This is an optimization exercise on Yosys and OpenROAD, whose aim is small area, a short achievable clock period and few clock cycles per item, not a production implementation. RTL that was checked went through simulation tests only; none was proved equivalent to the original. Power figures rest on the tool's default switching activity, not on a simulated workload.

== the previous run ==
## DIV
module DIV (
  input clock, reset,
  input flush,
  output in_ready,
  input in_valid,
  input in_sign,
  input [31:0] in_a, in_b,
  input out_ready,
  output out_valid,
  output [31:0] out_quot,
  output [31:0] out_rem
);
  localparam [1:0] ST_IDLE = 2'd0, ST_PREP = 2'd1, ST_ITER = 2'd2, ST_DONE = 2'd3;
  reg [1:0] state;
  reg [31:0] r;      
  reg [32:0] e;      
  reg [31:0] q;
  reg [4:0] cnt;     
  reg [5:0] lza, lzb;   
  reg cin, qs, rs;   
  wire st_idle = state == ST_IDLE;
  wire st_done = state == ST_DONE;
  assign in_ready = st_idle | (st_done & out_ready);
  assign out_valid = st_done;
  wire acc = in_ready & in_valid;
  wire in_as, in_bs;
  wire [31:0] absa, bx;
  wire none, few;    
  wire [5:0] lza_in, lzb_in;
  DIV_pre pre (.sign(in_sign), .a(in_a), .b(in_b), .as(in_as), .bs(in_bs),
               .absa(absa), .bx(bx), .none(none), .few(few), .lza(lza_in), .lzb(lzb_in));
  wire [6:0] sh = {1'b0, lzb} - {1'b0, lza};    
  wire [32:0] esh;
  DIV_align align (.e(e), .k(sh[5:1]), .fill(cin), .y(esh));
  wire q1, q2;
  wire [31:0] rn;
  DIV_step step (.r(r), .e(e), .cin(cin), .q1(q1), .q2(q2), .rn(rn));
  always @(posedge clock) begin
    if (reset | flush) begin
      state <= ST_IDLE;
    end else if (acc) begin
      state <= none ? ST_DONE : few ? ST_ITER : ST_PREP;
      r <= absa;
      e <= ~{bx, in_bs};
      q <= 32'b0;
      cnt <= 5'd0;
      lza <= lza_in;
      lzb <= lzb_in;
      cin <= ~in_bs;
      qs <= (in_a[31] ^ in_b[31]) & in_sign;
      rs <= in_as;
    end else begin
      case (state)
        ST_PREP: begin
          e <= esh;
          cnt <= sh[5:1];
          state <= sh[6] ? ST_DONE : ST_ITER;
        end
        ST_ITER: begin
          r <= rn;
          q <= {q[29:0], q1, q2};
          e <= {2'b11, e[32:2]};
  ...
Size in the first run: about 2000 cells after synthesis.
clock: 8.0 ns
lec_check: 0
cap_margin: 20
core_margin: 2
core_utilization: 40
setup_slack_margin: 3.5
slew_margin: 20
synth_hierarchical: 1
standard.sh (not shown) runs the stock make flow with config.mk's settings and CLKGATE_MAP_FILE= SYNTH_SCRIPT=/design/flow/synth_recipe.tcl, a recipe that flattens the netlist after the stock synthesis.
==> flow/flow/run.sh <==
#!/bin/bash
# The standard layout, with the port buffers made from buf_4 cells instead of
# the resizer's default choice (a slow delay buffer), so that the fixed input
# and output delays are not lengthened further by the port buffers.
set -euo pipefail
export BUFFER_PORTS_ARGS="-buffer_cell sky130_fd_sc_hd__buf_4"
bash standard.sh > standard.log 2>&1
The previous run went all the way through synthesis, placement and routing and the layout is clean on timing, DRC and antenna.
Testbench counts of the previous run, summed over its fixed seeds: cycles 1,688, items 384.
For the current run, these inputs were changed with respect to the previous run:
- CORE_UTILIZATION: 40 -> 55
### Flow results
Compared to the previous run, the router laid down less metal wire for the current run.
The run showing the greater delay of the slowest critical-path stage is the current run.
The current run: cell area about 1.5% below the previous run
Comparing the current run against the previous run, there is no change at all in maximum number of pins on one net before global-route repair.
| placement-stage cell area | the current run vs the previous run | 220 um^2 lower |
The global-route wire length before repair reported for the current run is smaller than that of the previous run by 3.8%.

========
Setup of the baseline:
The RTL this note starts from:
==> flow/design.v <==
module DIV (
  input clock, reset,
  input flush,
  output in_ready,
  input in_valid,
  input in_sign,
  input [31:0] in_a, in_b,
  input out_ready,
  output out_valid,
  output [31:0] out_quot,
  output [31:0] out_rem
);
  localparam [2:0] ST_IDLE = 3'd0, ST_PREP = 3'd1, ST_ITER = 3'd2, ST_FIX = 3'd3,
                   ST_DONE = 3'd4;
  reg [2:0] state;
  reg [31:0] r;      
  reg [32:0] e;      
  reg [31:0] q;
  reg [5:0] cnt;     
  reg bs, qs, rs;
  function automatic [5:0] clz32(input [31:0] x);
    reg [15:0] v1; reg [15:0] p1;
    reg [7:0] v2;  reg [15:0] p2;
    reg [3:0] v3;  reg [11:0] p3;
    reg [1:0] v4;  reg [7:0] p4;
    integer i;
    begin
      for (i = 0; i < 16; i = i + 1) begin
        v1[i] = x[2*i+1] | x[2*i];
        p1[i] = ~x[2*i+1];
      end
      for (i = 0; i < 8; i = i + 1) begin
        v2[i] = v1[2*i+1] | v1[2*i];
        p2[2*i+1] = ~v1[2*i+1];
        p2[2*i]   = v1[2*i+1] ? p1[2*i+1] : p1[2*i];
      end
      for (i = 0; i < 4; i = i + 1) begin
        v3[i] = v2[2*i+1] | v2[2*i];
        p3[3*i+2]  = ~v2[2*i+1];
        p3[3*i+:2] = v2[2*i+1] ? p2[4*i+2+:2] : p2[4*i+:2];
      end
      for (i = 0; i < 2; i = i + 1) begin
        v4[i] = v3[2*i+1] | v3[2*i];
        p4[4*i+3]  = ~v3[2*i+1];
        p4[4*i+:3] = v3[2*i+1] ? p3[6*i+3+:3] : p3[6*i+:3];
      end
      clz32[5] = ~(v4[1] | v4[0]);
      clz32[4] = ~v4[1] & v4[0];
      clz32[3:0] = v4[1] ? p4[7:4] : (p4[3:0] & {4{v4[0]}});
    end
  endfunction
  function automatic [31:0] cneg(input s, input [31:0] x);
    reg [31:0] p;
    begin
      p = x;
      p = p | (p << 1);
      p = p | (p << 2);
      p = p | (p << 4);
      p = p | (p << 8);
      p = p | (p << 16);
      cneg = x ^ ({32{s}} & {p[30:0], 1'b0});
    end
  endfunction
  function automatic [34:0] add35(input [34:0] a, input [34:0] b, input ci);
    reg [34:0] p, g, gg, pp, c;
    integer l, i, j;
    begin
      p = a ^ b;
      g = a & b;
      g[0] = g[0] | (p[0] & ci);
      gg = g; pp = p;
      for (l = 0; l < 6; l = l + 1)
        for (i = 34; i >= 0; i = i - 1)
          if (((i >> l) & 1) == 1) begin
            j = ((i >> l) << l) - 1;
            gg[i] = gg[i] | (pp[i] & gg[j]);
            pp[i] = pp[i] & pp[j];
          end
      c = {gg[33:0], ci};
      add35 = p ^ c;
    end
  endfunction
  wire st_idle = state == ST_IDLE;
  wire st_done = state == ST_DONE;
  assign in_ready = st_idle | (st_done & out_ready);
  assign out_valid = st_done;
  wire acc = in_ready & in_valid;
  wire in_as = in_a[31] & in_sign;
  wire in_bs = in_b[31] & in_sign;
  wire [31:0] absa = cneg(in_as, in_a);
  wire [31:0] bx = in_b ^ {32{in_bs}};
  wire [6:0] sh = {1'b0, clz32(bx)} - {1'b0, clz32(absa)};   
  reg [32:0] esh;
  integer k;
  always @* begin
    esh = e;
    for (k = 0; k < 5; k = k + 1)
      if (cnt[k]) esh = (esh << (2 << k)) | ({33{~bs}} & ~({33{1'b1}} << (2 << k)));
  end
  wire cin = ~bs;
  wire [34:0] ex0 = {2'b11, e};
  wire [34:0] ex1 = {3'b111, e[32:1]};
  wire [34:0] ra = {3'b000, r};
  wire [34:0] d1 = add35(ra, ex0, cin);
  wire [34:0] d2 = add35(ra, ex1, cin);
  wire [34:0] cs_s = ra ^ ex0 ^ ex1;
  wire [34:0] cs_c = (ra & ex0) | (ra & ex1) | (ex0 & ex1);
  wire [34:0] d3 = add35(cs_s, {cs_c[33:0], cin}, cin);
  wire q1 = ~d1[34];
  wire q2 = q1 ? ~d3[34] : ~d2[34];
  wire [31:0] rn = q1 ? (q2 ? d3[31:0] : d1[31:0]) : (q2 ? d2[31:0] : r);
  always @(posedge clock) begin
    if (reset | flush) begin
      state <= ST_IDLE;
    end else if (acc) begin
      state <= sh[6] ? (in_as ? ST_FIX : ST_DONE) : (sh[5:1] == 5'd0) ? ST_ITER : ST_PREP;
      r <= absa;
      e <= ~{bx, in_bs};
      q <= 32'b0;
      cnt <= {1'b0, sh[5:1]};
      bs <= in_bs;
      qs <= (in_a[31] ^ in_b[31]) & in_sign;
      rs <= in_as;
    end else begin
      case (state)
        ST_PREP: begin
          e <= esh;
          state <= ST_ITER;
        end
        ST_ITER: begin
          r <= rn;
          q <= {q[29:0], q1, q2};
          e <= {2'b11, e[32:2]};
          cnt <= cnt - 6'd1;
          if (cnt == 6'd0) state <= (qs | rs) ? ST_FIX : ST_DONE;
        end
        ST_FIX: begin
          q <= cneg(qs, q);
          r <= cneg(rs, r);
          state <= ST_DONE;
        end
        ST_DONE: begin
          if (out_ready) state <= ST_IDLE;
        end
        default: ;
      endcase
    end
  end
  assign out_quot = q;
  assign out_rem  = r;
endmodule
Settings: LEC_CHECK=0, CAP_MARGIN=20, CORE_MARGIN=2, CORE_UTILIZATION=40, SETUP_SLACK_MARGIN=3.25, SLEW_MARGIN=20; clock period 8.0 ns.
Scripts as last shown in full above: flow/flow/run.sh
## Diff of input files: the candidate against the baseline
- changing SETUP_SLACK_MARGIN from 3.25 to 2.5
--- outcome ---
Re overall routing resource usage: the candidate is 0.92 points down on the baseline. The candidate ended up with flip-flop to flip-flop as its critical path class; the baseline ended up with input pin to flip-flop. From the candidate to the baseline, post-synthesis xor/xnor area fraction did not move at all. The baseline -> the candidate: wire length after detailed routing decreased by a few percent. Number of global-route vias before repair went down by a few percent going from the baseline to the candidate. Comparing maximum frequency for the candidate and the baseline, the bigger number came from the baseline. Global-route track usage on met1 in the candidate is 0.77 points below the baseline. The candidate vs the baseline: power down slightly. Cmp the candidate and the baseline / minimum period implied by the final worst setup slack / higher: the candidate. Compared with the baseline, the candidate shows a critical path depth that is 9 lower. Sequential share of layout area up 1.2 points in the candidate wrt the baseline. The lower fraction of power consumed by combinational cells came out of the candidate.
No functional check of the RTL was part of any run of this note.

========
Another version of the RTL of DIV (not shown whole).
Size in the first run: roughly 140 I/O pins.
==> flow/config.mk <==
export PLATFORM = sky130hd
export DESIGN_NAME = DIV
export DESIGN_NICKNAME = DIV
export VERILOG_FILES = /design/flow/design.v
export SDC_FILE = /design/flow/constraint.sdc
export NUM_CORES = 4
export LEC_CHECK = 0
export CAP_MARGIN = 20
export CORE_MARGIN = 2
export CORE_UTILIZATION = 40
export SETUP_SLACK_MARGIN = 3.0
export SLEW_MARGIN = 20
export SYNTH_HIERARCHICAL = 1
==> flow/constraint.sdc <==
create_clock -name core_clock -period 8.0 [get_ports {clock}]
set_input_delay 1.6000 -clock core_clock [delete_from_list [all_inputs] [get_ports {clock}]]
set_output_delay 1.6000 -clock core_clock [all_outputs]
set_load 0.01 [all_outputs]
Scripts as last shown in full above: flow/flow/run.sh
The baseline finished with timing, DRC and antenna clean.
==> next run, changes <==
Settings changed: SETUP_SLACK_MARGIN 3.0 to 2.5.
Outcome: Power decreases by about 1.8%; count of clock-buffer cells in the layout is unchanged; cell count decreases by 0.37%; cell area decreases by about 1%; hold slack loses 0.015 ns; global-route usage decreases by 0.12 points; non-clock buffer count decreases by 9; setup slack gains 0.0081 ns; first-iteration DRC count decreases by about 0.7%; synthesized area stays the same; register-to-register slack loses 0.28 ns.
No run of this note included a check of the RTL's function; only the layout flow was run.

[what the ideal ports hide]
In the flow no input, the clock included, has a driving cell. The finished layouts below were timed again as built, in two steps.
Step 1, drivers: a clkbuf_16 drives clock and a buf_2 each remaining input, both assumed.
Step 2 also shifts input and output timing later by t, the mid clock arrival at the registers, as if the neighbouring blocks saw the same clock.
a / b / c = no drivers / after step 1 / after step 2; a / b = the first two.
run	shift t [ns]	setup WS [ns]	worst data-port slew with drivers (ns)
the previous run	0.483	3.630 / 3.577 / 3.236	0.04
the current run	0.486	3.611 / 3.557 / 3.251	0.04
the baseline	0.433	3.040 / 3.043 / 2.609	0.07
the candidate	0.429	2.606 / 2.606 / 2.343	0.06
the first run of note 3	0.430	2.482 / 2.494 / 2.064	0.05
the second run of note 3	0.441	2.490 / 2.507 / 2.066	0.05
After both steps every run listed still meets setup and hold. The setup slack of the baseline, which loses most, moves by +0.003 ns with the drivers and by -0.431 ns with both steps.
